Background: an optimization exercise with open tools, aiming at small area and a short achievable clock period. Do not read the settings as production practice. No functional check of the RTL was part of any run shown here.

==> flow/design.v <==
module mac5 #(WIDTH=32)
   (input logic [(WIDTH/2)-1:0] a,
    input logic [(WIDTH/2)-1:0] b,
    input logic               clk, reset,
    output logic [WIDTH-1:0]  out);
   logic [(WIDTH/2)-1:0]        reg_a;
   logic [(WIDTH/2)-1:0]        reg_b;
   logic [WIDTH-1:0]          result[2];
   logic [WIDTH-1:0]          acc;
   always @(posedge clk) begin
      reg_a <= a;
      reg_b <= b;
      result[0] <= (reg_a * reg_b) + acc;
      result[1] <= result[0];
      out <= result[1];
   end
   always @(posedge clk or negedge reset)
      if (!reset)
        acc <= '0;
      else
        acc <= result[1];
endmodule  
==> flow/run.sh <==
#!/bin/bash
# synth_recipe.tcl (not shown) runs the flow's synth.tcl, then flattens the netlist and writes it again
# the make line also repeats each setting of config.mk as NAME=value (left out here)
make -C /OpenROAD-flow-scripts/flow DESIGN_CONFIG=/design/flow/config.mk WORK_HOME=/design/flow/orfs CLKGATE_MAP_FILE= SYNTH_SCRIPT=/design/flow/synth_recipe.tcl finish
==> flow/config.mk <==
export PLATFORM = sky130hd
export DESIGN_NAME = mac5
export DESIGN_NICKNAME = mac5
export VERILOG_FILES = /design/flow/design.v
export SDC_FILE = /design/flow/constraint.sdc
export NUM_CORES = 4
export LEC_CHECK = 0
export CAP_MARGIN = 20
export CORE_MARGIN = 2
export CORE_UTILIZATION = 40
export SLEW_MARGIN = 20
==> flow/constraint.sdc <==
create_clock -name core_clock -period 7.0 [get_ports {clk}]
set_input_delay 1.4000 -clock core_clock [delete_from_list [all_inputs] [get_ports {clk}]]
set_output_delay 1.4000 -clock core_clock [all_outputs]
set_load 0.01 [all_outputs]
==> results by group, run 1 <==
Synthesis
  • Multiplexer area fraction after synthesis: 0%
  • Most common cell in the netlist: inv_1
  • Sequential-to-total area share from yosys stat: about a quarter
  • Cells after Synth: around 1300

Floorplanning
  • Die height: about 180 um
  • I/O pins: 66
  • Total core area: approximately 32000 um^2

Min path
  • Min-Delay Path Class: register to register
  • Endpoint, Worst Hold: result[1][28]

Clock tree
  • Hold Buf Count CTS: 0
  • Postcts setup bufs: 0
  • Clk buf depth: 2
  • Clock buffers created by TritonCTS: 17
  • Clock sinks: between 150 and 200

Finish
  • Clkbuf count: 19
  • Non-clk bufs: a little under 70
  • Dominant class by area: multi-input gates
  • Seq_cells: 160
  • Ant diodes: 0
  • Area growth from synthesis to layout: 12.6%
  • Area of the multi-input gates: 8160 um^2

Run status
  • Status: finished clean

Placed design
  • Buffers added on ports: 65
  • Placed cells: around 1700

Routing
  • Vias: 8213

Critical path
  • Worst r2r dst: result[0][28]
  • Setup crit end: result[0][28]
  • Top delay family on crit path: adder cells
  • CP peak stage delay: 780 ps
  • Buf/Inv on CP: 5

Timing
  • Final Hold Fails: 0

Global route
  • Tot GR Track Use: 18.5%
==> inputs of run 2 (changes only) <==
==> flow/design.v (replaced) <==
module mac5 #(parameter WIDTH=32)
   (input logic [(WIDTH/2)-1:0] a,
    input logic [(WIDTH/2)-1:0] b,
    input logic               clk, reset,
    output logic [WIDTH-1:0]  out);
   logic [15:0] ra, rb;
   logic f;
   logic q2_0_0;
   logic q2_0_1;
   logic q2_1_0;
   logic q2_1_1;
   logic q2_1_2;
   logic q2_2_0;
   logic q2_2_1;
   logic q2_2_2;
   logic q2_2_3;
   logic q2_3_0;
   logic q2_3_1;
   logic q2_3_2;
   logic q2_3_3;
   logic q2_4_0;
   logic q2_4_1;
   logic q2_4_2;
   logic q2_4_3;
   logic q2_5_0;
   logic q2_5_1;
   logic q2_5_2;
   logic q2_5_3;
   logic q2_6_0;
   logic q2_6_1;
   logic q2_6_2;
   logic q2_6_3;
   logic q2_7_0;
   logic q2_7_1;
   logic q2_7_2;
   logic q2_7_3;
   logic q2_8_0;
   logic q2_8_1;
   logic q2_8_2;
   logic q2_8_3;
   logic q2_9_0;
   logic q2_9_1;
   logic q2_9_2;
   logic q2_9_3;
   logic q2_10_0;
   logic q2_10_1;
   logic q2_10_2;
   logic q2_10_3;
   logic q2_11_0;
   logic q2_11_1;
   logic q2_11_2;
   logic q2_11_3;
   logic q2_12_0;
   logic q2_12_1;
   logic q2_12_2;
   logic q2_12_3;
   logic q2_13_0;
   logic q2_13_1;
   logic q2_13_2;
   logic q2_13_3;
   logic q2_14_0;
   logic q2_14_1;
   logic q2_14_2;
   logic q2_14_3;
   logic q2_15_0;
   logic q2_15_1;
   logic q2_15_2;
   logic q2_15_3;
   logic q2_16_0;
   logic q2_16_1;
   logic q2_16_2;
   logic q2_16_3;
   logic q2_17_0;
   logic q2_17_1;
   logic q2_17_2;
   logic q2_17_3;
   logic q2_18_0;
   logic q2_18_1;
   logic q2_18_2;
   logic q2_18_3;
   logic q2_19_0;
   logic q2_19_1;
   logic q2_19_2;
   logic q2_19_3;
   logic q2_20_0;
   logic q2_20_1;
   logic q2_20_2;
   logic q2_20_3;
   logic q2_21_0;
   logic q2_21_1;
   logic q2_21_2;
   logic q2_21_3;
   logic q2_22_0;
   logic q2_22_1;
   logic q2_22_2;
   logic q2_22_3;
   logic q2_23_0;
   logic q2_23_1;
   logic q2_23_2;
   logic q2_23_3;
   logic q2_24_0;
   logic q2_24_1;
   logic q2_24_2;
   logic q2_24_3;
   logic q2_25_0;
   logic q2_25_1;
   logic q2_25_2;
   logic q2_25_3;
   logic q2_26_0;
   logic q2_26_1;
   logic q2_26_2;
   logic q2_26_3;
   logic q2_27_0;
   logic q2_27_1;
   logic q2_27_2;
   logic q2_27_3;
   logic q2_28_0;
   logic q2_28_1;
   logic q2_28_2;
   logic q2_28_3;
   logic q2_29_0;
   logic q2_29_1;
   logic q2_29_2;
   logic q2_29_3;
   logic q2_30_0;
   logic q2_30_1;
   logic q2_31_0;
   logic q3_0_0;
   logic q3_0_1;
   logic q3_1_0;
   logic q3_1_1;
   logic q3_2_0;
   logic q3_2_1;
   logic q3_3_0;
   logic q3_3_1;
   logic q3_4_0;
   logic q3_4_1;
   logic q3_5_0;
   logic q3_5_1;
   logic q3_6_0;
   logic q3_6_1;
   logic q3_7_0;
   logic q3_7_1;
   logic q3_8_0;
   logic q3_8_1;
   logic q3_9_0;
   logic q3_9_1;
   logic q3_10_0;
   logic q3_10_1;
   logic q3_11_0;
   logic q3_11_1;
   logic q3_12_0;
   logic q3_12_1;
   logic q3_13_0;
   logic q3_13_1;
   logic q3_14_0;
   logic q3_14_1;
   logic q3_15_0;
   logic q3_15_1;
   logic q3_16_0;
   logic q3_16_1;
   logic q3_17_0;
   logic q3_17_1;
   logic q3_18_0;
   logic q3_18_1;
   logic q3_19_0;
   logic q3_19_1;
   logic q3_20_0;
   logic q3_20_1;
   logic q3_21_0;
   logic q3_21_1;
   logic q3_22_0;
   logic q3_22_1;
   logic q3_23_0;
   logic q3_23_1;
   logic q3_24_0;
   logic q3_24_1;
   logic q3_25_0;
   logic q3_25_1;
   logic q3_26_0;
   logic q3_26_1;
   logic q3_27_0;
   logic q3_27_1;
   logic q3_28_0;
   logic q3_28_1;
   logic q3_29_0;
   logic q3_29_1;
   logic q3_30_0;
   logic q3_30_1;
   logic q3_31_0;
   logic q3_31_1;
   wire p1 = ~(ra[0] & rb[0]);
   wire p2 = ~(out[0] & f);
   wire p3 = ~(ra[0] & rb[1]);
   wire p4 = ~(ra[1] & rb[0]);
   wire p5 = ~(out[1] & f);
   wire p6 = ~(ra[0] & rb[2]);
   wire p7 = ~(ra[1] & rb[1]);
   wire p8 = ~(ra[2] & rb[0]);
   wire p9 = ~(out[2] & f);
   wire p10 = ~(ra[0] & rb[3]);
   wire p11 = ~(ra[1] & rb[2]);
   wire p12 = ~(ra[2] & rb[1]);
   wire p13 = ~(ra[3] & rb[0]);
   wire p14 = ~(out[3] & f);
   wire p15 = ~(ra[0] & rb[4]);
   wire p16 = ~(ra[1] & rb[3]);
   wire p17 = ~(ra[2] & rb[2]);
   wire p18 = ~(ra[3] & rb[1]);
   wire p19 = ~(ra[4] & rb[0]);
   wire p20 = ~(out[4] & f);
   wire p21 = ~(ra[0] & rb[5]);
   wire p22 = ~(ra[1] & rb[4]);
   wire p23 = ~(ra[2] & rb[3]);
   wire p24 = ~(ra[3] & rb[2]);
   wire p25 = ~(ra[4] & rb[1]);
   wire p26 = ~(ra[5] & rb[0]);
   wire p27 = ~(out[5] & f);
   wire p28 = ~(ra[0] & rb[6]);
   wire p29 = ~(ra[1] & rb[5]);
   wire p30 = ~(ra[2] & rb[4]);
   wire p31 = ~(ra[3] & rb[3]);
   wire p32 = ~(ra[4] & rb[2]);
   wire p33 = ~(ra[5] & rb[1]);
   wire p34 = ~(ra[6] & rb[0]);
   wire p35 = ~(out[6] & f);
   wire p36 = ~(ra[0] & rb[7]);
   wire p37 = ~(ra[1] & rb[6]);
   wire p38 = ~(ra[2] & rb[5]);
   wire p39 = ~(ra[3] & rb[4]);
   wire p40 = ~(ra[4] & rb[3]);
   wire p41 = ~(ra[5] & rb[2]);
   wire p42 = ~(ra[6] & rb[1]);
   wire p43 = ~(ra[7] & rb[0]);
   wire p44 = ~(out[7] & f);
   wire p45 = ~(ra[0] & rb[8]);
   wire p46 = ~(ra[1] & rb[7]);
   wire p47 = ~(ra[2] & rb[6]);
   wire p48 = ~(ra[3] & rb[5]);
   wire p49 = ~(ra[4] & rb[4]);
   wire p50 = ~(ra[5] & rb[3]);
   wire p51 = ~(ra[6] & rb[2]);
   wire p52 = ~(ra[7] & rb[1]);
   wire p53 = ~(ra[8] & rb[0]);
   wire p54 = ~(out[8] & f);
   wire p55 = ~(ra[0] & rb[9]);
   wire p56 = ~(ra[1] & rb[8]);
   wire p57 = ~(ra[2] & rb[7]);
   wire p58 = ~(ra[3] & rb[6]);
   wire p59 = ~(ra[4] & rb[5]);
   wire p60 = ~(ra[5] & rb[4]);
   wire p61 = ~(ra[6] & rb[3]);
   wire p62 = ~(ra[7] & rb[2]);
   wire p63 = ~(ra[8] & rb[1]);
   wire p64 = ~(ra[9] & rb[0]);
   wire p65 = ~(out[9] & f);
   wire p66 = ~(ra[0] & rb[10]);
   wire p67 = ~(ra[1] & rb[9]);
   wire p68 = ~(ra[2] & rb[8]);
   wire p69 = ~(ra[3] & rb[7]);
   wire p70 = ~(ra[4] & rb[6]);
   wire p71 = ~(ra[5] & rb[5]);
   wire p72 = ~(ra[6] & rb[4]);
   wire p73 = ~(ra[7] & rb[3]);
   wire p74 = ~(ra[8] & rb[2]);
   wire p75 = ~(ra[9] & rb[1]);
   wire p76 = ~(ra[10] & rb[0]);
   wire p77 = ~(out[10] & f);
   wire p78 = ~(ra[0] & rb[11]);
   wire p79 = ~(ra[1] & rb[10]);
   wire p80 = ~(ra[2] & rb[9]);
   wire p81 = ~(ra[3] & rb[8]);
   wire p82 = ~(ra[4] & rb[7]);
   wire p83 = ~(ra[5] & rb[6]);
   wire p84 = ~(ra[6] & rb[5]);
   wire p85 = ~(ra[7] & rb[4]);
   wire p86 = ~(ra[8] & rb[3]);
   wire p87 = ~(ra[9] & rb[2]);
   wire p88 = ~(ra[10] & rb[1]);
   wire p89 = ~(ra[11] & rb[0]);
   wire p90 = ~(out[11] & f);
   wire p91 = ~(ra[0] & rb[12]);
   wire p92 = ~(ra[1] & rb[11]);
   wire p93 = ~(ra[2] & rb[10]);
   wire p94 = ~(ra[3] & rb[9]);
   wire p95 = ~(ra[4] & rb[8]);
   wire p96 = ~(ra[5] & rb[7]);
   wire p97 = ~(ra[6] & rb[6]);
   wire p98 = ~(ra[7] & rb[5]);
   wire p99 = ~(ra[8] & rb[4]);
   wire p100 = ~(ra[9] & rb[3]);
   wire p101 = ~(ra[10] & rb[2]);
   wire p102 = ~(ra[11] & rb[1]);
   wire p103 = ~(ra[12] & rb[0]);
   wire p104 = ~(out[12] & f);
   wire p105 = ~(ra[0] & rb[13]);
   wire p106 = ~(ra[1] & rb[12]);
   wire p107 = ~(ra[2] & rb[11]);
   wire p108 = ~(ra[3] & rb[10]);
   wire p109 = ~(ra[4] & rb[9]);
   wire p110 = ~(ra[5] & rb[8]);
   wire p111 = ~(ra[6] & rb[7]);
   wire p112 = ~(ra[7] & rb[6]);
   wire p113 = ~(ra[8] & rb[5]);
   wire p114 = ~(ra[9] & rb[4]);
   wire p115 = ~(ra[10] & rb[3]);
   wire p116 = ~(ra[11] & rb[2]);
   wire p117 = ~(ra[12] & rb[1]);
   wire p118 = ~(ra[13] & rb[0]);
   wire p119 = ~(out[13] & f);
   wire p120 = ~(ra[0] & rb[14]);
   wire p121 = ~(ra[1] & rb[13]);
   wire p122 = ~(ra[2] & rb[12]);
   wire p123 = ~(ra[3] & rb[11]);
   wire p124 = ~(ra[4] & rb[10]);
   wire p125 = ~(ra[5] & rb[9]);
   wire p126 = ~(ra[6] & rb[8]);
   wire p127 = ~(ra[7] & rb[7]);
   wire p128 = ~(ra[8] & rb[6]);
   wire p129 = ~(ra[9] & rb[5]);
   wire p130 = ~(ra[10] & rb[4]);
   wire p131 = ~(ra[11] & rb[3]);
   wire p132 = ~(ra[12] & rb[2]);
   wire p133 = ~(ra[13] & rb[1]);
   wire p134 = ~(ra[14] & rb[0]);
   wire p135 = ~(out[14] & f);
   wire p136 = ~(ra[0] & rb[15]);
   wire p137 = ~(ra[1] & rb[14]);
   wire p138 = ~(ra[2] & rb[13]);
   wire p139 = ~(ra[3] & rb[12]);
   wire p140 = ~(ra[4] & rb[11]);
   wire p141 = ~(ra[5] & rb[10]);
   wire p142 = ~(ra[6] & rb[9]);
   wire p143 = ~(ra[7] & rb[8]);
   wire p144 = ~(ra[8] & rb[7]);
   wire p145 = ~(ra[9] & rb[6]);
   wire p146 = ~(ra[10] & rb[5]);
   wire p147 = ~(ra[11] & rb[4]);
   wire p148 = ~(ra[12] & rb[3]);
   wire p149 = ~(ra[13] & rb[2]);
   wire p150 = ~(ra[14] & rb[1]);
   wire p151 = ~(ra[15] & rb[0]);
   wire p152 = ~(out[15] & f);
   wire p153 = ~(ra[1] & rb[15]);
   wire p154 = ~(ra[2] & rb[14]);
   wire p155 = ~(ra[3] & rb[13]);
   wire p156 = ~(ra[4] & rb[12]);
   wire p157 = ~(ra[5] & rb[11]);
   wire p158 = ~(ra[6] & rb[10]);
   wire p159 = ~(ra[7] & rb[9]);
   wire p160 = ~(ra[8] & rb[8]);
   wire p161 = ~(ra[9] & rb[7]);
   wire p162 = ~(ra[10] & rb[6]);
   wire p163 = ~(ra[11] & rb[5]);
   wire p164 = ~(ra[12] & rb[4]);
   wire p165 = ~(ra[13] & rb[3]);
   wire p166 = ~(ra[14] & rb[2]);
   wire p167 = ~(ra[15] & rb[1]);
   wire p168 = ~(out[16] & f);
   wire p169 = ~(ra[2] & rb[15]);
   wire p170 = ~(ra[3] & rb[14]);
   wire p171 = ~(ra[4] & rb[13]);
   wire p172 = ~(ra[5] & rb[12]);
   wire p173 = ~(ra[6] & rb[11]);
   wire p174 = ~(ra[7] & rb[10]);
   wire p175 = ~(ra[8] & rb[9]);
   wire p176 = ~(ra[9] & rb[8]);
   wire p177 = ~(ra[10] & rb[7]);
   wire p178 = ~(ra[11] & rb[6]);
   wire p179 = ~(ra[12] & rb[5]);
   wire p180 = ~(ra[13] & rb[4]);
   wire p181 = ~(ra[14] & rb[3]);
   wire p182 = ~(ra[15] & rb[2]);
   wire p183 = ~(out[17] & f);
   wire p184 = ~(ra[3] & rb[15]);
   wire p185 = ~(ra[4] & rb[14]);
   wire p186 = ~(ra[5] & rb[13]);
   wire p187 = ~(ra[6] & rb[12]);
   wire p188 = ~(ra[7] & rb[11]);
   wire p189 = ~(ra[8] & rb[10]);
   wire p190 = ~(ra[9] & rb[9]);
   wire p191 = ~(ra[10] & rb[8]);
   wire p192 = ~(ra[11] & rb[7]);
   wire p193 = ~(ra[12] & rb[6]);
   wire p194 = ~(ra[13] & rb[5]);
   wire p195 = ~(ra[14] & rb[4]);
   wire p196 = ~(ra[15] & rb[3]);
   wire p197 = ~(out[18] & f);
   wire p198 = ~(ra[4] & rb[15]);
   wire p199 = ~(ra[5] & rb[14]);
   wire p200 = ~(ra[6] & rb[13]);
   wire p201 = ~(ra[7] & rb[12]);
   wire p202 = ~(ra[8] & rb[11]);
   wire p203 = ~(ra[9] & rb[10]);
   wire p204 = ~(ra[10] & rb[9]);
   wire p205 = ~(ra[11] & rb[8]);
   wire p206 = ~(ra[12] & rb[7]);
   wire p207 = ~(ra[13] & rb[6]);
   wire p208 = ~(ra[14] & rb[5]);
   wire p209 = ~(ra[15] & rb[4]);
   wire p210 = ~(out[19] & f);
   wire p211 = ~(ra[5] & rb[15]);
   wire p212 = ~(ra[6] & rb[14]);
   wire p213 = ~(ra[7] & rb[13]);
   wire p214 = ~(ra[8] & rb[12]);
   wire p215 = ~(ra[9] & rb[11]);
   wire p216 = ~(ra[10] & rb[10]);
   wire p217 = ~(ra[11] & rb[9]);
   wire p218 = ~(ra[12] & rb[8]);
   wire p219 = ~(ra[13] & rb[7]);
   wire p220 = ~(ra[14] & rb[6]);
   wire p221 = ~(ra[15] & rb[5]);
   wire p222 = ~(out[20] & f);
   wire p223 = ~(ra[6] & rb[15]);
   wire p224 = ~(ra[7] & rb[14]);
   wire p225 = ~(ra[8] & rb[13]);
   wire p226 = ~(ra[9] & rb[12]);
   wire p227 = ~(ra[10] & rb[11]);
   wire p228 = ~(ra[11] & rb[10]);
   wire p229 = ~(ra[12] & rb[9]);
   wire p230 = ~(ra[13] & rb[8]);
   wire p231 = ~(ra[14] & rb[7]);
   wire p232 = ~(ra[15] & rb[6]);
   wire p233 = ~(out[21] & f);
   wire p234 = ~(ra[7] & rb[15]);
   wire p235 = ~(ra[8] & rb[14]);
   wire p236 = ~(ra[9] & rb[13]);
   wire p237 = ~(ra[10] & rb[12]);
   wire p238 = ~(ra[11] & rb[11]);
   wire p239 = ~(ra[12] & rb[10]);
   wire p240 = ~(ra[13] & rb[9]);
   wire p241 = ~(ra[14] & rb[8]);
   wire p242 = ~(ra[15] & rb[7]);
   wire p243 = ~(out[22] & f);
   wire p244 = ~(ra[8] & rb[15]);
   wire p245 = ~(ra[9] & rb[14]);
   wire p246 = ~(ra[10] & rb[13]);
   wire p247 = ~(ra[11] & rb[12]);
   wire p248 = ~(ra[12] & rb[11]);
   wire p249 = ~(ra[13] & rb[10]);
   wire p250 = ~(ra[14] & rb[9]);
   wire p251 = ~(ra[15] & rb[8]);
   wire p252 = ~(out[23] & f);
   wire p253 = ~(ra[9] & rb[15]);
   wire p254 = ~(ra[10] & rb[14]);
   wire p255 = ~(ra[11] & rb[13]);
   wire p256 = ~(ra[12] & rb[12]);
   wire p257 = ~(ra[13] & rb[11]);
   wire p258 = ~(ra[14] & rb[10]);
   wire p259 = ~(ra[15] & rb[9]);
   wire p260 = ~(out[24] & f);
   wire p261 = ~(ra[10] & rb[15]);
   wire p262 = ~(ra[11] & rb[14]);
   wire p263 = ~(ra[12] & rb[13]);
   wire p264 = ~(ra[13] & rb[12]);
   wire p265 = ~(ra[14] & rb[11]);
   wire p266 = ~(ra[15] & rb[10]);
   wire p267 = ~(out[25] & f);
   wire p268 = ~(ra[11] & rb[15]);
   wire p269 = ~(ra[12] & rb[14]);
   wire p270 = ~(ra[13] & rb[13]);
   wire p271 = ~(ra[14] & rb[12]);
   wire p272 = ~(ra[15] & rb[11]);
   wire p273 = ~(out[26] & f);
   wire p274 = ~(ra[12] & rb[15]);
   wire p275 = ~(ra[13] & rb[14]);
   wire p276 = ~(ra[14] & rb[13]);
   wire p277 = ~(ra[15] & rb[12]);
   wire p278 = ~(out[27] & f);
   wire p279 = ~(ra[13] & rb[15]);
   wire p280 = ~(ra[14] & rb[14]);
   wire p281 = ~(ra[15] & rb[13]);
   wire p282 = ~(out[28] & f);
   wire p283 = ~(ra[14] & rb[15]);
   wire p284 = ~(ra[15] & rb[14]);
   wire p285 = ~(out[29] & f);
   wire p286 = ~(ra[15] & rb[15]);
   wire p287 = ~(out[30] & f);
   wire p288 = ~(out[31] & f);
   wire s289, c290;
   mac5_fa u_s289 (.a(p91), .b(p92), .c(1'b1), .s(s289), .co(c290));
   wire s291, c292;
   mac5_fa u_s291 (.a(p105), .b(p106), .c(p107), .s(s291), .co(c292));
   wire s293, c294;
   mac5_fa u_s293 (.a(p108), .b(p109), .c(1'b1), .s(s293), .co(c294));
   wire s295, c296;
   mac5_fa u_s295 (.a(p120), .b(p121), .c(p122), .s(s295), .co(c296));
   wire s297, c298;
   mac5_fa u_s297 (.a(p123), .b(p124), .c(p125), .s(s297), .co(c298));
   wire s299, c300;
   mac5_fa u_s299 (.a(p126), .b(p127), .c(1'b1), .s(s299), .co(c300));
   wire s301, c302;
   mac5_fa u_s301 (.a(p136), .b(p137), .c(p138), .s(s301), .co(c302));
   wire s303, c304;
   mac5_fa u_s303 (.a(p139), .b(p140), .c(p141), .s(s303), .co(c304));
   wire s305, c306;
   mac5_fa u_s305 (.a(p142), .b(p143), .c(p144), .s(s305), .co(c306));
   wire s307, c308;
   mac5_fa u_s307 (.a(p145), .b(p146), .c(1'b1), .s(s307), .co(c308));
   wire s309, c310;
   mac5_fa u_s309 (.a(p153), .b(p154), .c(p155), .s(s309), .co(c310));
   wire s311, c312;
   mac5_fa u_s311 (.a(p156), .b(p157), .c(p158), .s(s311), .co(c312));
   wire s313, c314;
   mac5_fa u_s313 (.a(p159), .b(p160), .c(p161), .s(s313), .co(c314));
   wire s315, c316;
   mac5_fa u_s315 (.a(p162), .b(p163), .c(1'b1), .s(s315), .co(c316));
   wire s317, c318;
   mac5_fa u_s317 (.a(p169), .b(p170), .c(p171), .s(s317), .co(c318));
   wire s319, c320;
   mac5_fa u_s319 (.a(p172), .b(p173), .c(p174), .s(s319), .co(c320));
   wire s321, c322;
   mac5_fa u_s321 (.a(p175), .b(p176), .c(p177), .s(s321), .co(c322));
   wire s323, c324;
   mac5_fa u_s323 (.a(p184), .b(p185), .c(p186), .s(s323), .co(c324));
   wire s325, c326;
   mac5_fa u_s325 (.a(p187), .b(p188), .c(p189), .s(s325), .co(c326));
   wire s327, c328;
   mac5_fa u_s327 (.a(p198), .b(p199), .c(p200), .s(s327), .co(c328));
   wire s329, c330;
   mac5_fa u_s329 (.a(p45), .b(p46), .c(1'b1), .s(s329), .co(c330));
   wire s331, c332;
   mac5_fa u_s331 (.a(p55), .b(p56), .c(p57), .s(s331), .co(c332));
   wire s333, c334;
   mac5_fa u_s333 (.a(p58), .b(p59), .c(1'b1), .s(s333), .co(c334));
   wire s335, c336;
   mac5_fa u_s335 (.a(p66), .b(p67), .c(p68), .s(s335), .co(c336));
   wire s337, c338;
   mac5_fa u_s337 (.a(p69), .b(p70), .c(p71), .s(s337), .co(c338));
   wire s339, c340;
   mac5_fa u_s339 (.a(p72), .b(p73), .c(1'b1), .s(s339), .co(c340));
   wire s341, c342;
   mac5_fa u_s341 (.a(p78), .b(p79), .c(p80), .s(s341), .co(c342));
   wire s343, c344;
   mac5_fa u_s343 (.a(p81), .b(p82), .c(p83), .s(s343), .co(c344));
   wire s345, c346;
   mac5_fa u_s345 (.a(p84), .b(p85), .c(p86), .s(s345), .co(c346));
   wire s347, c348;
   mac5_fa u_s347 (.a(p87), .b(p88), .c(1'b1), .s(s347), .co(c348));
   wire s349, c350;
   mac5_fa u_s349 (.a(s289), .b(p93), .c(p94), .s(s349), .co(c350));
   wire s351, c352;
   mac5_fa u_s351 (.a(p95), .b(p96), .c(p97), .s(s351), .co(c352));
   wire s353, c354;
   mac5_fa u_s353 (.a(p98), .b(p99), .c(p100), .s(s353), .co(c354));
   wire s355, c356;
   mac5_fa u_s355 (.a(p101), .b(p102), .c(p103), .s(s355), .co(c356));
   wire s357, c358;
   mac5_fa u_s357 (.a(s291), .b(s293), .c(p110), .s(s357), .co(c358));
   wire s359, c360;
   mac5_fa u_s359 (.a(p111), .b(p112), .c(p113), .s(s359), .co(c360));
   wire s361, c362;
   mac5_fa u_s361 (.a(p114), .b(p115), .c(p116), .s(s361), .co(c362));
   wire s363, c364;
   mac5_fa u_s363 (.a(p117), .b(p118), .c(p119), .s(s363), .co(c364));
   wire s365, c366;
   mac5_fa u_s365 (.a(s295), .b(s297), .c(s299), .s(s365), .co(c366));
   wire s367, c368;
   mac5_fa u_s367 (.a(p128), .b(p129), .c(p130), .s(s367), .co(c368));
   wire s369, c370;
   mac5_fa u_s369 (.a(p131), .b(p132), .c(p133), .s(s369), .co(c370));
   wire s371, c372;
   mac5_fa u_s371 (.a(p134), .b(p135), .c(c292), .s(s371), .co(c372));
   wire s373, c374;
   mac5_fa u_s373 (.a(s301), .b(s303), .c(s305), .s(s373), .co(c374));
   wire s375, c376;
   mac5_fa u_s375 (.a(s307), .b(p147), .c(p148), .s(s375), .co(c376));
   wire s377, c378;
   mac5_fa u_s377 (.a(p149), .b(p150), .c(p151), .s(s377), .co(c378));
   wire s379, c380;
   mac5_fa u_s379 (.a(p152), .b(c296), .c(c298), .s(s379), .co(c380));
   wire s381, c382;
   mac5_fa u_s381 (.a(s309), .b(s311), .c(s313), .s(s381), .co(c382));
   wire s383, c384;
   mac5_fa u_s383 (.a(s315), .b(p164), .c(p165), .s(s383), .co(c384));
   wire s385, c386;
   mac5_fa u_s385 (.a(p166), .b(p167), .c(p168), .s(s385), .co(c386));
   wire s387, c388;
   mac5_fa u_s387 (.a(c302), .b(c304), .c(c306), .s(s387), .co(c388));
   wire s389, c390;
   mac5_fa u_s389 (.a(s317), .b(s319), .c(s321), .s(s389), .co(c390));
   wire s391, c392;
   mac5_fa u_s391 (.a(p178), .b(p179), .c(p180), .s(s391), .co(c392));
   wire s393, c394;
   mac5_fa u_s393 (.a(p181), .b(p182), .c(p183), .s(s393), .co(c394));
   wire s395, c396;
   mac5_fa u_s395 (.a(c310), .b(c312), .c(c314), .s(s395), .co(c396));
   wire s397, c398;
   mac5_fa u_s397 (.a(s323), .b(s325), .c(p190), .s(s397), .co(c398));
   wire s399, c400;
   mac5_fa u_s399 (.a(p191), .b(p192), .c(p193), .s(s399), .co(c400));
   wire s401, c402;
   mac5_fa u_s401 (.a(p194), .b(p195), .c(p196), .s(s401), .co(c402));
   wire s403, c404;
   mac5_fa u_s403 (.a(p197), .b(c318), .c(c320), .s(s403), .co(c404));
   wire s405, c406;
   mac5_fa u_s405 (.a(s327), .b(p201), .c(p202), .s(s405), .co(c406));
   wire s407, c408;
   mac5_fa u_s407 (.a(p203), .b(p204), .c(p205), .s(s407), .co(c408));
   wire s409, c410;
   mac5_fa u_s409 (.a(p206), .b(p207), .c(p208), .s(s409), .co(c410));
   wire s411, c412;
   mac5_fa u_s411 (.a(p209), .b(p210), .c(c324), .s(s411), .co(c412));
   wire s413, c414;
   mac5_fa u_s413 (.a(p211), .b(p212), .c(p213), .s(s413), .co(c414));
   wire s415, c416;
   mac5_fa u_s415 (.a(p214), .b(p215), .c(p216), .s(s415), .co(c416));
   wire s417, c418;
   mac5_fa u_s417 (.a(p217), .b(p218), .c(p219), .s(s417), .co(c418));
   wire s419, c420;
   mac5_fa u_s419 (.a(p220), .b(p221), .c(p222), .s(s419), .co(c420));
   wire s421, c422;
   mac5_fa u_s421 (.a(p223), .b(p224), .c(p225), .s(s421), .co(c422));
   wire s423, c424;
   mac5_fa u_s423 (.a(p226), .b(p227), .c(p228), .s(s423), .co(c424));
   wire s425, c426;
   mac5_fa u_s425 (.a(p229), .b(p230), .c(p231), .s(s425), .co(c426));
   wire s427, c428;
   mac5_fa u_s427 (.a(p234), .b(p235), .c(p236), .s(s427), .co(c428));
   wire s429, c430;
   mac5_fa u_s429 (.a(p237), .b(p238), .c(p239), .s(s429), .co(c430));
   wire s431, c432;
   mac5_fa u_s431 (.a(p244), .b(p245), .c(p246), .s(s431), .co(c432));
   wire s433, c434;
   mac5_fa u_s433 (.a(p21), .b(p22), .c(1'b1), .s(s433), .co(c434));
   wire s435, c436;
   mac5_fa u_s435 (.a(p28), .b(p29), .c(p30), .s(s435), .co(c436));
   wire s437, c438;
   mac5_fa u_s437 (.a(p31), .b(p32), .c(1'b1), .s(s437), .co(c438));
   wire s439, c440;
   mac5_fa u_s439 (.a(p36), .b(p37), .c(p38), .s(s439), .co(c440));
   wire s441, c442;
   mac5_fa u_s441 (.a(p39), .b(p40), .c(p41), .s(s441), .co(c442));
   wire s443, c444;
   mac5_fa u_s443 (.a(p42), .b(p43), .c(1'b1), .s(s443), .co(c444));
   wire s445, c446;
   mac5_fa u_s445 (.a(s329), .b(p47), .c(p48), .s(s445), .co(c446));
   wire s447, c448;
   mac5_fa u_s447 (.a(p49), .b(p50), .c(p51), .s(s447), .co(c448));
   wire s449, c450;
   mac5_fa u_s449 (.a(p52), .b(p53), .c(p54), .s(s449), .co(c450));
   wire s451, c452;
   mac5_fa u_s451 (.a(s331), .b(s333), .c(p60), .s(s451), .co(c452));
   wire s453, c454;
   mac5_fa u_s453 (.a(p61), .b(p62), .c(p63), .s(s453), .co(c454));
   wire s455, c456;
   mac5_fa u_s455 (.a(p64), .b(p65), .c(c330), .s(s455), .co(c456));
   wire s457, c458;
   mac5_fa u_s457 (.a(s335), .b(s337), .c(s339), .s(s457), .co(c458));
   wire s459, c460;
   mac5_fa u_s459 (.a(p74), .b(p75), .c(p76), .s(s459), .co(c460));
   wire s461, c462;
   mac5_fa u_s461 (.a(p77), .b(c332), .c(c334), .s(s461), .co(c462));
   wire s463, c464;
   mac5_fa u_s463 (.a(s341), .b(s343), .c(s345), .s(s463), .co(c464));
   wire s465, c466;
   mac5_fa u_s465 (.a(s347), .b(p89), .c(p90), .s(s465), .co(c466));
   wire s467, c468;
   mac5_fa u_s467 (.a(c336), .b(c338), .c(c340), .s(s467), .co(c468));
   wire s469, c470;
   mac5_fa u_s469 (.a(s349), .b(s351), .c(s353), .s(s469), .co(c470));
   wire s471, c472;
   mac5_fa u_s471 (.a(s355), .b(p104), .c(c342), .s(s471), .co(c472));
   wire s473, c474;
   mac5_fa u_s473 (.a(c344), .b(c346), .c(c348), .s(s473), .co(c474));
   wire s475, c476;
   mac5_fa u_s475 (.a(s357), .b(s359), .c(s361), .s(s475), .co(c476));
   wire s477, c478;
   mac5_fa u_s477 (.a(s363), .b(c290), .c(c350), .s(s477), .co(c478));
   wire s479, c480;
   mac5_fa u_s479 (.a(c352), .b(c354), .c(c356), .s(s479), .co(c480));
   wire s481, c482;
   mac5_fa u_s481 (.a(s365), .b(s367), .c(s369), .s(s481), .co(c482));
   wire s483, c484;
   mac5_fa u_s483 (.a(s371), .b(c294), .c(c358), .s(s483), .co(c484));
   wire s485, c486;
   mac5_fa u_s485 (.a(c360), .b(c362), .c(c364), .s(s485), .co(c486));
   wire s487, c488;
   mac5_fa u_s487 (.a(s373), .b(s375), .c(s377), .s(s487), .co(c488));
   wire s489, c490;
   mac5_fa u_s489 (.a(s379), .b(c300), .c(c366), .s(s489), .co(c490));
   wire s491, c492;
   mac5_fa u_s491 (.a(c368), .b(c370), .c(c372), .s(s491), .co(c492));
   wire s493, c494;
   mac5_fa u_s493 (.a(s381), .b(s383), .c(s385), .s(s493), .co(c494));
   wire s495, c496;
   mac5_fa u_s495 (.a(s387), .b(c308), .c(c374), .s(s495), .co(c496));
   wire s497, c498;
   mac5_fa u_s497 (.a(c376), .b(c378), .c(c380), .s(s497), .co(c498));
   wire s499, c500;
   mac5_fa u_s499 (.a(s389), .b(s391), .c(s393), .s(s499), .co(c500));
   wire s501, c502;
   mac5_fa u_s501 (.a(s395), .b(c316), .c(c382), .s(s501), .co(c502));
   wire s503, c504;
   mac5_fa u_s503 (.a(c384), .b(c386), .c(c388), .s(s503), .co(c504));
   wire s505, c506;
   mac5_fa u_s505 (.a(s397), .b(s399), .c(s401), .s(s505), .co(c506));
   wire s507, c508;
   mac5_fa u_s507 (.a(s403), .b(c322), .c(c390), .s(s507), .co(c508));
   wire s509, c510;
   mac5_fa u_s509 (.a(c392), .b(c394), .c(c396), .s(s509), .co(c510));
   wire s511, c512;
   mac5_fa u_s511 (.a(s405), .b(s407), .c(s409), .s(s511), .co(c512));
   wire s513, c514;
   mac5_fa u_s513 (.a(s411), .b(c326), .c(c398), .s(s513), .co(c514));
   wire s515, c516;
   mac5_fa u_s515 (.a(c400), .b(c402), .c(c404), .s(s515), .co(c516));
   wire s517, c518;
   mac5_fa u_s517 (.a(s413), .b(s415), .c(s417), .s(s517), .co(c518));
   wire s519, c520;
   mac5_fa u_s519 (.a(s419), .b(c328), .c(c406), .s(s519), .co(c520));
   wire s521, c522;
   mac5_fa u_s521 (.a(c408), .b(c410), .c(c412), .s(s521), .co(c522));
   wire s523, c524;
   mac5_fa u_s523 (.a(s421), .b(s423), .c(s425), .s(s523), .co(c524));
   wire s525, c526;
   mac5_fa u_s525 (.a(p232), .b(p233), .c(c414), .s(s525), .co(c526));
   wire s527, c528;
   mac5_fa u_s527 (.a(c416), .b(c418), .c(c420), .s(s527), .co(c528));
   wire s529, c530;
   mac5_fa u_s529 (.a(s427), .b(s429), .c(p240), .s(s529), .co(c530));
   wire s531, c532;
   mac5_fa u_s531 (.a(p241), .b(p242), .c(p243), .s(s531), .co(c532));
   wire s533, c534;
   mac5_fa u_s533 (.a(c422), .b(c424), .c(c426), .s(s533), .co(c534));
   wire s535, c536;
   mac5_fa u_s535 (.a(s431), .b(p247), .c(p248), .s(s535), .co(c536));
   wire s537, c538;
   mac5_fa u_s537 (.a(p249), .b(p250), .c(p251), .s(s537), .co(c538));
   wire s539, c540;
   mac5_fa u_s539 (.a(p252), .b(c428), .c(c430), .s(s539), .co(c540));
   wire s541, c542;
   mac5_fa u_s541 (.a(p253), .b(p254), .c(p255), .s(s541), .co(c542));
   wire s543, c544;
   mac5_fa u_s543 (.a(p256), .b(p257), .c(p258), .s(s543), .co(c544));
   wire s545, c546;
   mac5_fa u_s545 (.a(p259), .b(p260), .c(c432), .s(s545), .co(c546));
   wire s547, c548;
   mac5_fa u_s547 (.a(p261), .b(p262), .c(p263), .s(s547), .co(c548));
   wire s549, c550;
   mac5_fa u_s549 (.a(p264), .b(p265), .c(p266), .s(s549), .co(c550));
   wire s551, c552;
   mac5_fa u_s551 (.a(p268), .b(p269), .c(p270), .s(s551), .co(c552));
   wire s553, c554;
   mac5_fa u_s553 (.a(p10), .b(p11), .c(1'b1), .s(s553), .co(c554));
   wire s555, c556;
   mac5_fa u_s555 (.a(p15), .b(p16), .c(p17), .s(s555), .co(c556));
   wire s557, c558;
   mac5_fa u_s557 (.a(p18), .b(p19), .c(1'b1), .s(s557), .co(c558));
   wire s559, c560;
   mac5_fa u_s559 (.a(s433), .b(p23), .c(p24), .s(s559), .co(c560));
   wire s561, c562;
   mac5_fa u_s561 (.a(p25), .b(p26), .c(p27), .s(s561), .co(c562));
   wire s563, c564;
   mac5_fa u_s563 (.a(s435), .b(s437), .c(p33), .s(s563), .co(c564));
   wire s565, c566;
   mac5_fa u_s565 (.a(p34), .b(p35), .c(c434), .s(s565), .co(c566));
   wire s567, c568;
   mac5_fa u_s567 (.a(s439), .b(s441), .c(s443), .s(s567), .co(c568));
   wire s569, c570;
   mac5_fa u_s569 (.a(p44), .b(c436), .c(c438), .s(s569), .co(c570));
   wire s571, c572;
   mac5_fa u_s571 (.a(s445), .b(s447), .c(s449), .s(s571), .co(c572));
   wire s573, c574;
   mac5_fa u_s573 (.a(c440), .b(c442), .c(c444), .s(s573), .co(c574));
   wire s575, c576;
   mac5_fa u_s575 (.a(s451), .b(s453), .c(s455), .s(s575), .co(c576));
   wire s577, c578;
   mac5_fa u_s577 (.a(c446), .b(c448), .c(c450), .s(s577), .co(c578));
   wire s579, c580;
   mac5_fa u_s579 (.a(s457), .b(s459), .c(s461), .s(s579), .co(c580));
   wire s581, c582;
   mac5_fa u_s581 (.a(c452), .b(c454), .c(c456), .s(s581), .co(c582));
   wire s583, c584;
   mac5_fa u_s583 (.a(s463), .b(s465), .c(s467), .s(s583), .co(c584));
   wire s585, c586;
   mac5_fa u_s585 (.a(c458), .b(c460), .c(c462), .s(s585), .co(c586));
   wire s587, c588;
   mac5_fa u_s587 (.a(s469), .b(s471), .c(s473), .s(s587), .co(c588));
   wire s589, c590;
   mac5_fa u_s589 (.a(c464), .b(c466), .c(c468), .s(s589), .co(c590));
   wire s591, c592;
   mac5_fa u_s591 (.a(s475), .b(s477), .c(s479), .s(s591), .co(c592));
   wire s593, c594;
   mac5_fa u_s593 (.a(c470), .b(c472), .c(c474), .s(s593), .co(c594));
   wire s595, c596;
   mac5_fa u_s595 (.a(s481), .b(s483), .c(s485), .s(s595), .co(c596));
   wire s597, c598;
   mac5_fa u_s597 (.a(c476), .b(c478), .c(c480), .s(s597), .co(c598));
   wire s599, c600;
   mac5_fa u_s599 (.a(s487), .b(s489), .c(s491), .s(s599), .co(c600));
   wire s601, c602;
   mac5_fa u_s601 (.a(c482), .b(c484), .c(c486), .s(s601), .co(c602));
   wire s603, c604;
   mac5_fa u_s603 (.a(s493), .b(s495), .c(s497), .s(s603), .co(c604));
   wire s605, c606;
   mac5_fa u_s605 (.a(c488), .b(c490), .c(c492), .s(s605), .co(c606));
   wire s607, c608;
   mac5_fa u_s607 (.a(s499), .b(s501), .c(s503), .s(s607), .co(c608));
   wire s609, c610;
   mac5_fa u_s609 (.a(c494), .b(c496), .c(c498), .s(s609), .co(c610));
   wire s611, c612;
   mac5_fa u_s611 (.a(s505), .b(s507), .c(s509), .s(s611), .co(c612));
   wire s613, c614;
   mac5_fa u_s613 (.a(c500), .b(c502), .c(c504), .s(s613), .co(c614));
   wire s615, c616;
   mac5_fa u_s615 (.a(s511), .b(s513), .c(s515), .s(s615), .co(c616));
   wire s617, c618;
   mac5_fa u_s617 (.a(c506), .b(c508), .c(c510), .s(s617), .co(c618));
   wire s619, c620;
   mac5_fa u_s619 (.a(s517), .b(s519), .c(s521), .s(s619), .co(c620));
   wire s621, c622;
   mac5_fa u_s621 (.a(c512), .b(c514), .c(c516), .s(s621), .co(c622));
   wire s623, c624;
   mac5_fa u_s623 (.a(s523), .b(s525), .c(s527), .s(s623), .co(c624));
   wire s625, c626;
   mac5_fa u_s625 (.a(c518), .b(c520), .c(c522), .s(s625), .co(c626));
   wire s627, c628;
   mac5_fa u_s627 (.a(s529), .b(s531), .c(s533), .s(s627), .co(c628));
   wire s629, c630;
   mac5_fa u_s629 (.a(c524), .b(c526), .c(c528), .s(s629), .co(c630));
   wire s631, c632;
   mac5_fa u_s631 (.a(s535), .b(s537), .c(s539), .s(s631), .co(c632));
   wire s633, c634;
   mac5_fa u_s633 (.a(c530), .b(c532), .c(c534), .s(s633), .co(c634));
   wire s635, c636;
   mac5_fa u_s635 (.a(s541), .b(s543), .c(s545), .s(s635), .co(c636));
   wire s637, c638;
   mac5_fa u_s637 (.a(c536), .b(c538), .c(c540), .s(s637), .co(c638));
   wire s639, c640;
   mac5_fa u_s639 (.a(s547), .b(s549), .c(p267), .s(s639), .co(c640));
   wire s641, c642;
   mac5_fa u_s641 (.a(c542), .b(c544), .c(c546), .s(s641), .co(c642));
   wire s643, c644;
   mac5_fa u_s643 (.a(s551), .b(p271), .c(p272), .s(s643), .co(c644));
   wire s645, c646;
   mac5_fa u_s645 (.a(p273), .b(c548), .c(c550), .s(s645), .co(c646));
   wire s647, c648;
   mac5_fa u_s647 (.a(p274), .b(p275), .c(p276), .s(s647), .co(c648));
   wire s649, c650;
   mac5_fa u_s649 (.a(p277), .b(p278), .c(c552), .s(s649), .co(c650));
   wire s651, c652;
   mac5_fa u_s651 (.a(p279), .b(p280), .c(p281), .s(s651), .co(c652));
   wire s653, c654;
   mac5_fa u_s653 (.a(q2_2_0), .b(q2_2_1), .c(1'b1), .s(s653), .co(c654));
   wire s655, c656;
   mac5_fa u_s655 (.a(q2_3_0), .b(q2_3_1), .c(q2_3_2), .s(s655), .co(c656));
   wire s657, c658;
   mac5_fa u_s657 (.a(q2_4_0), .b(q2_4_1), .c(q2_4_2), .s(s657), .co(c658));
   wire s659, c660;
   mac5_fa u_s659 (.a(q2_5_0), .b(q2_5_1), .c(q2_5_2), .s(s659), .co(c660));
   wire s661, c662;
   mac5_fa u_s661 (.a(q2_6_0), .b(q2_6_1), .c(q2_6_2), .s(s661), .co(c662));
   wire s663, c664;
   mac5_fa u_s663 (.a(q2_7_0), .b(q2_7_1), .c(q2_7_2), .s(s663), .co(c664));
   wire s665, c666;
   mac5_fa u_s665 (.a(q2_8_0), .b(q2_8_1), .c(q2_8_2), .s(s665), .co(c666));
   wire s667, c668;
   mac5_fa u_s667 (.a(q2_9_0), .b(q2_9_1), .c(q2_9_2), .s(s667), .co(c668));
   wire s669, c670;
   mac5_fa u_s669 (.a(q2_10_0), .b(q2_10_1), .c(q2_10_2), .s(s669), .co(c670));
   wire s671, c672;
   mac5_fa u_s671 (.a(q2_11_0), .b(q2_11_1), .c(q2_11_2), .s(s671), .co(c672));
   wire s673, c674;
   mac5_fa u_s673 (.a(q2_12_0), .b(q2_12_1), .c(q2_12_2), .s(s673), .co(c674));
   wire s675, c676;
   mac5_fa u_s675 (.a(q2_13_0), .b(q2_13_1), .c(q2_13_2), .s(s675), .co(c676));
   wire s677, c678;
   mac5_fa u_s677 (.a(q2_14_0), .b(q2_14_1), .c(q2_14_2), .s(s677), .co(c678));
   wire s679, c680;
   mac5_fa u_s679 (.a(q2_15_0), .b(q2_15_1), .c(q2_15_2), .s(s679), .co(c680));
   wire s681, c682;
   mac5_fa u_s681 (.a(q2_16_0), .b(q2_16_1), .c(q2_16_2), .s(s681), .co(c682));
   wire s683, c684;
   mac5_fa u_s683 (.a(q2_17_0), .b(q2_17_1), .c(q2_17_2), .s(s683), .co(c684));
   wire s685, c686;
   mac5_fa u_s685 (.a(q2_18_0), .b(q2_18_1), .c(q2_18_2), .s(s685), .co(c686));
   wire s687, c688;
   mac5_fa u_s687 (.a(q2_19_0), .b(q2_19_1), .c(q2_19_2), .s(s687), .co(c688));
   wire s689, c690;
   mac5_fa u_s689 (.a(q2_20_0), .b(q2_20_1), .c(q2_20_2), .s(s689), .co(c690));
   wire s691, c692;
   mac5_fa u_s691 (.a(q2_21_0), .b(q2_21_1), .c(q2_21_2), .s(s691), .co(c692));
   wire s693, c694;
   mac5_fa u_s693 (.a(q2_22_0), .b(q2_22_1), .c(q2_22_2), .s(s693), .co(c694));
   wire s695, c696;
   mac5_fa u_s695 (.a(q2_23_0), .b(q2_23_1), .c(q2_23_2), .s(s695), .co(c696));
   wire s697, c698;
   mac5_fa u_s697 (.a(q2_24_0), .b(q2_24_1), .c(q2_24_2), .s(s697), .co(c698));
   wire s699, c700;
   mac5_fa u_s699 (.a(q2_25_0), .b(q2_25_1), .c(q2_25_2), .s(s699), .co(c700));
   wire s701, c702;
   mac5_fa u_s701 (.a(q2_26_0), .b(q2_26_1), .c(q2_26_2), .s(s701), .co(c702));
   wire s703, c704;
   mac5_fa u_s703 (.a(q2_27_0), .b(q2_27_1), .c(q2_27_2), .s(s703), .co(c704));
   wire s705, c706;
   mac5_fa u_s705 (.a(q2_28_0), .b(q2_28_1), .c(q2_28_2), .s(s705), .co(c706));
   wire s707, c708;
   mac5_fa u_s707 (.a(q2_29_0), .b(q2_29_1), .c(q2_29_2), .s(s707), .co(c708));
   wire s709, c710;
   mac5_fa u_s709 (.a(q2_1_0), .b(q2_1_1), .c(1'b1), .s(s709), .co(c710));
   wire s711, c712;
   mac5_fa u_s711 (.a(s653), .b(q2_2_2), .c(q2_2_3), .s(s711), .co(c712));
   wire s713, c714;
   mac5_fa u_s713 (.a(s655), .b(q2_3_3), .c(c654), .s(s713), .co(c714));
   wire s715, c716;
   mac5_fa u_s715 (.a(s657), .b(q2_4_3), .c(c656), .s(s715), .co(c716));
   wire s717, c718;
   mac5_fa u_s717 (.a(s659), .b(q2_5_3), .c(c658), .s(s717), .co(c718));
   wire s719, c720;
   mac5_fa u_s719 (.a(s661), .b(q2_6_3), .c(c660), .s(s719), .co(c720));
   wire s721, c722;
   mac5_fa u_s721 (.a(s663), .b(q2_7_3), .c(c662), .s(s721), .co(c722));
   wire s723, c724;
   mac5_fa u_s723 (.a(s665), .b(q2_8_3), .c(c664), .s(s723), .co(c724));
   wire s725, c726;
   mac5_fa u_s725 (.a(s667), .b(q2_9_3), .c(c666), .s(s725), .co(c726));
   wire s727, c728;
   mac5_fa u_s727 (.a(s669), .b(q2_10_3), .c(c668), .s(s727), .co(c728));
   wire s729, c730;
   mac5_fa u_s729 (.a(s671), .b(q2_11_3), .c(c670), .s(s729), .co(c730));
   wire s731, c732;
   mac5_fa u_s731 (.a(s673), .b(q2_12_3), .c(c672), .s(s731), .co(c732));
   wire s733, c734;
   mac5_fa u_s733 (.a(s675), .b(q2_13_3), .c(c674), .s(s733), .co(c734));
   wire s735, c736;
   mac5_fa u_s735 (.a(s677), .b(q2_14_3), .c(c676), .s(s735), .co(c736));
   wire s737, c738;
   mac5_fa u_s737 (.a(s679), .b(q2_15_3), .c(c678), .s(s737), .co(c738));
   wire s739, c740;
   mac5_fa u_s739 (.a(s681), .b(q2_16_3), .c(c680), .s(s739), .co(c740));
   wire s741, c742;
   mac5_fa u_s741 (.a(s683), .b(q2_17_3), .c(c682), .s(s741), .co(c742));
   wire s743, c744;
   mac5_fa u_s743 (.a(s685), .b(q2_18_3), .c(c684), .s(s743), .co(c744));
   wire s745, c746;
   mac5_fa u_s745 (.a(s687), .b(q2_19_3), .c(c686), .s(s745), .co(c746));
   wire s747, c748;
   mac5_fa u_s747 (.a(s689), .b(q2_20_3), .c(c688), .s(s747), .co(c748));
   wire s749, c750;
   mac5_fa u_s749 (.a(s691), .b(q2_21_3), .c(c690), .s(s749), .co(c750));
   wire s751, c752;
   mac5_fa u_s751 (.a(s693), .b(q2_22_3), .c(c692), .s(s751), .co(c752));
   wire s753, c754;
   mac5_fa u_s753 (.a(s695), .b(q2_23_3), .c(c694), .s(s753), .co(c754));
   wire s755, c756;
   mac5_fa u_s755 (.a(s697), .b(q2_24_3), .c(c696), .s(s755), .co(c756));
   wire s757, c758;
   mac5_fa u_s757 (.a(s699), .b(q2_25_3), .c(c698), .s(s757), .co(c758));
   wire s759, c760;
   mac5_fa u_s759 (.a(s701), .b(q2_26_3), .c(c700), .s(s759), .co(c760));
   wire s761, c762;
   mac5_fa u_s761 (.a(s703), .b(q2_27_3), .c(c702), .s(s761), .co(c762));
   wire s763, c764;
   mac5_fa u_s763 (.a(s705), .b(q2_28_3), .c(c704), .s(s763), .co(c764));
   wire s765, c766;
   mac5_fa u_s765 (.a(s707), .b(q2_29_3), .c(c706), .s(s765), .co(c766));
   wire s767, c768;
   mac5_fa u_s767 (.a(q2_30_0), .b(q2_30_1), .c(c708), .s(s767), .co(c768));
   wire [31:0] sx = {q3_31_0, q3_30_0, q3_29_0, q3_28_0, q3_27_0, q3_26_0, q3_25_0, q3_24_0, q3_23_0, q3_22_0, q3_21_0, q3_20_0, q3_19_0, q3_18_0, q3_17_0, q3_16_0, q3_15_0, q3_14_0, q3_13_0, q3_12_0, q3_11_0, q3_10_0, q3_9_0, q3_8_0, q3_7_0, q3_6_0, q3_5_0, q3_4_0, q3_3_0, q3_2_0, q3_1_0, q3_0_0};
   wire [31:0] sy = {q3_31_1, q3_30_1, q3_29_1, q3_28_1, q3_27_1, q3_26_1, q3_25_1, q3_24_1, q3_23_1, q3_22_1, q3_21_1, q3_20_1, q3_19_1, q3_18_1, q3_17_1, q3_16_1, q3_15_1, q3_14_1, q3_13_1, q3_12_1, q3_11_1, q3_10_1, q3_9_1, q3_8_1, q3_7_1, q3_6_1, q3_5_1, q3_4_1, q3_3_1, q3_2_1, q3_1_1, q3_0_1};
   always @(posedge clk or negedge reset)
     if (!reset) f <= 1'b0;
     else f <= 1'b1;
   always @(posedge clk) begin
      ra <= a;
      rb <= b;
      q2_0_0 <= p1;
      q2_0_1 <= p2;
      q2_1_0 <= p3;
      q2_1_1 <= p4;
      q2_1_2 <= p5;
      q2_2_0 <= p6;
      q2_2_1 <= p7;
      q2_2_2 <= p8;
      q2_2_3 <= p9;
      q2_3_0 <= s553;
      q2_3_1 <= p12;
      q2_3_2 <= p13;
      q2_3_3 <= p14;
      q2_4_0 <= s555;
      q2_4_1 <= s557;
      q2_4_2 <= p20;
      q2_4_3 <= c554;
      q2_5_0 <= s559;
      q2_5_1 <= s561;
      q2_5_2 <= c556;
      q2_5_3 <= c558;
      q2_6_0 <= s563;
      q2_6_1 <= s565;
      q2_6_2 <= c560;
      q2_6_3 <= c562;
      q2_7_0 <= s567;
      q2_7_1 <= s569;
      q2_7_2 <= c564;
      q2_7_3 <= c566;
      q2_8_0 <= s571;
      q2_8_1 <= s573;
      q2_8_2 <= c568;
      q2_8_3 <= c570;
      q2_9_0 <= s575;
      q2_9_1 <= s577;
      q2_9_2 <= c572;
      q2_9_3 <= c574;
      q2_10_0 <= s579;
      q2_10_1 <= s581;
      q2_10_2 <= c576;
      q2_10_3 <= c578;
      q2_11_0 <= s583;
      q2_11_1 <= s585;
      q2_11_2 <= c580;
      q2_11_3 <= c582;
      q2_12_0 <= s587;
      q2_12_1 <= s589;
      q2_12_2 <= c584;
      q2_12_3 <= c586;
      q2_13_0 <= s591;
      q2_13_1 <= s593;
      q2_13_2 <= c588;
      q2_13_3 <= c590;
      q2_14_0 <= s595;
      q2_14_1 <= s597;
      q2_14_2 <= c592;
      q2_14_3 <= c594;
      q2_15_0 <= s599;
      q2_15_1 <= s601;
      q2_15_2 <= c596;
      q2_15_3 <= c598;
      q2_16_0 <= s603;
      q2_16_1 <= s605;
      q2_16_2 <= c600;
      q2_16_3 <= c602;
      q2_17_0 <= s607;
      q2_17_1 <= s609;
      q2_17_2 <= c604;
      q2_17_3 <= c606;
      q2_18_0 <= s611;
      q2_18_1 <= s613;
      q2_18_2 <= c608;
      q2_18_3 <= c610;
      q2_19_0 <= s615;
      q2_19_1 <= s617;
      q2_19_2 <= c612;
      q2_19_3 <= c614;
      q2_20_0 <= s619;
      q2_20_1 <= s621;
      q2_20_2 <= c616;
      q2_20_3 <= c618;
      q2_21_0 <= s623;
      q2_21_1 <= s625;
      q2_21_2 <= c620;
      q2_21_3 <= c622;
      q2_22_0 <= s627;
      q2_22_1 <= s629;
      q2_22_2 <= c624;
      q2_22_3 <= c626;
      q2_23_0 <= s631;
      q2_23_1 <= s633;
      q2_23_2 <= c628;
      q2_23_3 <= c630;
      q2_24_0 <= s635;
      q2_24_1 <= s637;
      q2_24_2 <= c632;
      q2_24_3 <= c634;
      q2_25_0 <= s639;
      q2_25_1 <= s641;
      q2_25_2 <= c636;
      q2_25_3 <= c638;
      q2_26_0 <= s643;
      q2_26_1 <= s645;
      q2_26_2 <= c640;
      q2_26_3 <= c642;
      q2_27_0 <= s647;
      q2_27_1 <= s649;
      q2_27_2 <= c644;
      q2_27_3 <= c646;
      q2_28_0 <= s651;
      q2_28_1 <= p282;
      q2_28_2 <= c648;
      q2_28_3 <= c650;
      q2_29_0 <= p283;
      q2_29_1 <= p284;
      q2_29_2 <= p285;
      q2_29_3 <= c652;
      q2_30_0 <= p286;
      q2_30_1 <= p287;
      q2_31_0 <= p288;
      q3_0_0 <= q2_0_0;
      q3_0_1 <= q2_0_1;
      q3_1_0 <= s709;
      q3_1_1 <= q2_1_2;
      q3_2_0 <= s711;
      q3_2_1 <= c710;
      q3_3_0 <= s713;
      q3_3_1 <= c712;
      q3_4_0 <= s715;
      q3_4_1 <= c714;
      q3_5_0 <= s717;
      q3_5_1 <= c716;
      q3_6_0 <= s719;
      q3_6_1 <= c718;
      q3_7_0 <= s721;
      q3_7_1 <= c720;
      q3_8_0 <= s723;
      q3_8_1 <= c722;
      q3_9_0 <= s725;
      q3_9_1 <= c724;
      q3_10_0 <= s727;
      q3_10_1 <= c726;
      q3_11_0 <= s729;
      q3_11_1 <= c728;
      q3_12_0 <= s731;
      q3_12_1 <= c730;
      q3_13_0 <= s733;
      q3_13_1 <= c732;
      q3_14_0 <= s735;
      q3_14_1 <= c734;
      q3_15_0 <= s737;
      q3_15_1 <= c736;
      q3_16_0 <= s739;
      q3_16_1 <= c738;
      q3_17_0 <= s741;
      q3_17_1 <= c740;
      q3_18_0 <= s743;
      q3_18_1 <= c742;
      q3_19_0 <= s745;
      q3_19_1 <= c744;
      q3_20_0 <= s747;
      q3_20_1 <= c746;
      q3_21_0 <= s749;
      q3_21_1 <= c748;
      q3_22_0 <= s751;
      q3_22_1 <= c750;
      q3_23_0 <= s753;
      q3_23_1 <= c752;
      q3_24_0 <= s755;
      q3_24_1 <= c754;
      q3_25_0 <= s757;
      q3_25_1 <= c756;
      q3_26_0 <= s759;
      q3_26_1 <= c758;
      q3_27_0 <= s761;
      q3_27_1 <= c760;
      q3_28_0 <= s763;
      q3_28_1 <= c762;
      q3_29_0 <= s765;
      q3_29_1 <= c764;
      q3_30_0 <= s767;
      q3_30_1 <= c766;
      q3_31_0 <= q2_31_0;
      q3_31_1 <= c768;
      out <= ~(sx + sy + 32'd1);
   end
endmodule
module mac5_fa (input logic a, b, c, output logic s, co);
   assign s = a ^ b ^ c;
   assign co = (a & b) | (a & c) | (b & c);
endmodule
--- a/flow/config.mk
+++ b/flow/config.mk
@@ -10,2 +10,4 @@
 export CORE_UTILIZATION = 40
 export SLEW_MARGIN = 20
+export SYNTH_HIERARCHICAL = 1
+export SYNTH_MINIMUM_KEEP_SIZE = 0
==> run 2 against run 1 <==
Synthesized cell count fell by 15%. Critical endpoint is now q2_18_0. Largest cell class unchanged. Maximum frequency rose by 98%. Core utilization rose by 0.62 points. Highest routed layer unchanged. Non-clock buffer count fell by 2.
==> results by group, run 2 <==
Critical path
  • Top delay family on crit path: adder cells (unchanged)
  • Worst r2r path cells: 5 (was 20)
  • Setup slack, reg-to-reg: 3760 ps (was 590 ps)
  • Critical path cell sequence: nand2_1 -> fa_1 -> fa_1 -> fa_1 -> fa_1 (was nand2_1 -> fa_1 -> inv_1 -> fa_1 -> inv_1 -> fa_1 -> inv_1 -> fa_1 -> fa_1 -> inv_1 -> fa_1 -> inv_1 -> ha_1 -> nand3_1 -> o221ai_1 -> a211oi_1 -> o21ai_0 -> o221ai_2 -> nor4bb_1 -> a211o_1)
  • CP peak stage delay: 800 ps (was 780 ps)
  • Worst r2r dst: q2_18_0 (was result[0][28])
  • WP data required: 7410 ps (was 7340 ps)
  • Most used cell, CP: fa_1 (unchanged)
  • Slowest CP cell: dfxtp_1 (unchanged)
  • Reg-to-reg startpoint: ra[6] (was reg_b[7])
  • Buf/Inv on CP: 0 (was 5)
  • WS Path Type: register to register (unchanged)
  • Critical Path Source Type: register (unchanged)
  • CP Capture Type: register (unchanged)
  • WP data arrival: 3650 ps (was 6750 ps)
  • Crit-path max FO: 16 (unchanged)

Floorplanning
  • Total core area: 31600 um^2 (was 31700 um^2)
  • Row cnt: 65 (unchanged)
  • Die area: 33700 um^2 (about the same)
  • I/O pins: 66 (unchanged)
  • Initial Util: 40.8% (was 40.7%)
  • Die width: 184 um (about the same)
  • Die height: 184 um (about the same)

Routing
  • Vias: 7846 (was 8213)
  • Vias per cell: 5.07 (was 4.70)
  • Initial detailed-routing violation count: 492 (was 468)
  • Routed WL per cell: 19.2 um (was 16.1 um)
  • Pre-antenna DRT Iters: 6 (was 5)
  • DR DRC count: 0 (unchanged)
  • Routed wire length: 29800 um (was 28100 um)
  • Final ANT Viol Nets: 0 (unchanged)

Placed design
  • Buffers added on ports: 65 (unchanged)
  • Placed cells: 1500 (was 1716)
  • Final GP Congestion: 0.853 (was 0.849)
  • DP Wirelength: 23000 um (was 22600 um)
  • DP Area: 13800 um^2 (was 13900 um^2)
  • Place WS: 3770 ps (was 660 ps)

Finish
  • FF/Latch Area: 4990 um^2 (was 3360 um^2)
  • Largest Register: out (was result)
  • Highest-count cells in the layout ignoring fill and taps: 304 x nand2_1, 248 x dfxtp_1, 241 x fa_1 (was 325 x inv_1, 225 x fa_1, 160 x nand2_1)
  • Nets: 1433 (was 1691)
  • Biggest registers after layout: out x32, ra x16, rb x16 (was result x64, acc x32, out x32)
  • Number of flip-flops under the largest register name: 32 (was 64)
  • Filler cell count: 2870 (was 2998)
  • Area growth from synthesis to layout: 14.0% (was 12.6%)
  • Fraction of layout cells with a size suffix above 1: 5.24% (was 3.34%)
  • Fin cells: 1547 (was 1748)
  • Area of the multi-input gates: 7620 um^2 (was 8160 um^2)
  • Finished Cell Area: 14700 um^2 (was 14600 um^2)
  • Commonest non-fill, non-tap cell in the layout: nand2_1 (was inv_1)
  • Ant diodes: 0 (unchanged)

Synthesis
  • Largest cells by area after synthesis: dfxtp_1 38%, fa_1 37%, nand2_1 8.8%, ha_1 3.1%, clkbuf_1 2.1% (was fa_1 35%, dfxtp_1 20%, ha_1 9.6%, inv_1 9.4%, dfrtp_1 6.2%)
  • Simple-Gate Fraction of Synth Area: 11.2% (was 12.1%)
  • Post-synthesis compound-gate area fraction: 5.00% (was 4.52%)
  • Sequential-to-total area share from yosys stat: 38.7% (was 26.0%)
  • List of most frequent post-synthesis cells: 304 x nand2_1, 248 x dfxtp_1, 241 x fa_1 (was 325 x inv_1, 225 x fa_1, 160 x nand2_1)
  • Post-synth EDFFs: 0 (unchanged)
  • Post-synth top area share: 38.5% (was 34.9%)
  • Async SR Flop Fraction: 0.402% (was 20.0%)
  • Cell Area, Synth: 12900 um^2 (about the same)
  • Largest family of logic cells by synthesized area: adder cells (unchanged)
  • Ys flop type: dfxtp_1 (unchanged)
  • Leading area contributor after synthesis: dfxtp_1 (was fa_1)
  • Yosys reg bits: 249 (was 160)
  • Synthesis Warnings: 7 (was 2)
  • XOR/XNOR Fraction of Synth Area: 1.83% (was 2.03%)
  • Cells after Synth: 1094 (was 1290)
  • Most common cell in the netlist: nand2_1 (was inv_1)
  • Multiplexer area fraction after synthesis: 0% (unchanged)
  • Synth Area in Adders: 40.5% (was 44.5%)
  • Synth Area per Inst: 11.8 um^2 (was 10.0 um^2)
  • Synth unique cells: 52 (was 47)

Timing
  • Max Slew Vio Count: 0 (unchanged)
  • Final TNS setup: 0 ps (unchanged)
  • RSZ-0062 raised after global routing: no (unchanged)
  • Tcrit/Tclk final: 46.3% (was 91.5%)
  • Final Hold Fails: 0 (unchanged)
  • Final Setup Violations: 0 (unchanged)
  • Slew Limit Headroom: 36.8% (was 39.7%)
  • Final Skew: 9.42 ps (was 10.7 ps)
  • Max Freq: 309 MHz (was 156 MHz)
  • Tightest Pin Transition: 947 ps (was 905 ps)
  • Tmin final: 3240 ps (was 6410 ps)
  • Final worst setup slack: 3760 ps (was 594 ps)

Clock tree
  • Clock Tree Root: clkbuf_16 (unchanged)
  • Htree depth: 1 (was 4)
  • Postcts setup bufs: 0 (unchanged)
  • CTS tree: yes (unchanged)
  • Worst-path clk slew: 60 ps (was 70 ps)
  • Clk buf depth: 3 (was 2)
  • Hold Buf Count CTS: 0 (unchanged)
  • Clock insertion delay at the later pin of the skew report: 540 ps (was 460 ps)
  • Clock buffers created by TritonCTS: 26 (was 17)
  • PostCTS Resize Cnt: 0 (unchanged)
  • Clock sinks: 249 (was 160)

Global route
  • Largest net degree at the start of global routing: 21 (was 33)
  • GRT overflow: 0 (unchanged)
  • Initial antenna violation count: 0 (unchanged)
  • First-pass GRT wire length: 47600 um (was 47300 um)
  • Vias in the first global route: 8713 (was 8885)
  • Tot GR Track Use: 18.6% (was 18.5%)

Min path
  • Hold Startpoint: q2_31_0 (was result[0][28])
  • Min-Delay Path Depth: 0 (unchanged)
  • Min-Delay Path Class: register to register (unchanged)
  • Endpoint, Worst Hold: q3_31_0 (was result[1][28])

Run status
  • Status: finished clean (unchanged)

Flow run
  • Max Cap Viol: 0 (unchanged)
[run 2: layout make-up]
type	count	area share, %
sequential	249	33.9
timing repair buffer	66	4.47
multi-input combinational	771	51.8
clock inverter	14	1.14
clock buffer	33	4.94
inverter	12	0.306
tap	402	3.42
[run 2: how the worst max path moves through the flow]
stage	startpoint	end	slack [ps]	depth (start not counted)
2_1_floorplan	rb[15]	q2_18_0	4000	7
3_3_place_gp	rb[6]	q2_16_0	3810	5
3_5_place_dp	ra[3]	q2_18_0	3770	5
4_1_cts	ra[3]	q2_18_0	3750	5
5_1_grt	ra[3]	q2_18_0	3610	5
6_report	ra[6]	q2_18_0	3760	5
[run 2: through the flow]
step                util, %  hold WS (ps)
floorplan                 -           310
global placement       43.7           311
detailed placement     43.7           313
CTS                    46.5           326
global route           46.5           336
finish                 46.5           326
[run 2: logic make-up (layout without fill, tap and decap cells)]
kind of cell,count (synthesis),in the layout
XOR/XNOR,27,27
AND/OR/NAND/NOR,359,359
adder cells (fa/ha/maj),273,273
AO/OA/AOI/OAI,95,95
other,1,17
flip-flops,249,249
buffers and inverters,90,125
[run 2: per-layer routing]
metal	track usage, %	vias to the layer above	wire length [um]
met5	0	-	0
met4	6.50	0	1050
met3	2.32	60	1280
met2	33.1	219	15200
met1	23.5	4088	12200
li1	-	3479	-
[run 2: per-module statistics from Yosys (local to each module, per instance)]
| module | copies in the design | flops+latches | area, um^2 | cells inside |
|---|---|---|---|---|
| mac5 | 1 | 249 | 8100 | 854 |
| mac5_fa | 240 | 0 | 20.0 | 1 |

[static timing again, ports no longer ideal]
The results above use ideal ports. As a check the final layouts listed here were re-extracted and re-timed, cells and wires unchanged. Step 1 sets driving cells, clkbuf_16 on the clock port and buf_2 on the other inputs (assumed; they add their load-dependent delay and slew). Step 2, shift: input delay + t, output delay - t, t = (earliest + latest rising clock arrival at the registers) / 2. This alone moves slack from input paths to output paths. a / b / c = ideal / step 1 / step 2; a / b = the first two.
run | t, ns | setup slack, ns | latest minus earliest clock arrival (ns) | worst register clock-pin slew, ns
run 1 | 0.498 | 0.594 / 0.594 / 0.594 | 0.012 / 0.012 | 0.07 / 0.07
run 2 | 0.583 | 3.759 / 3.759 / 3.759 | 0.010 / 0.010 | 0.07 / 0.07
After both steps setup and hold are still met in every run listed.
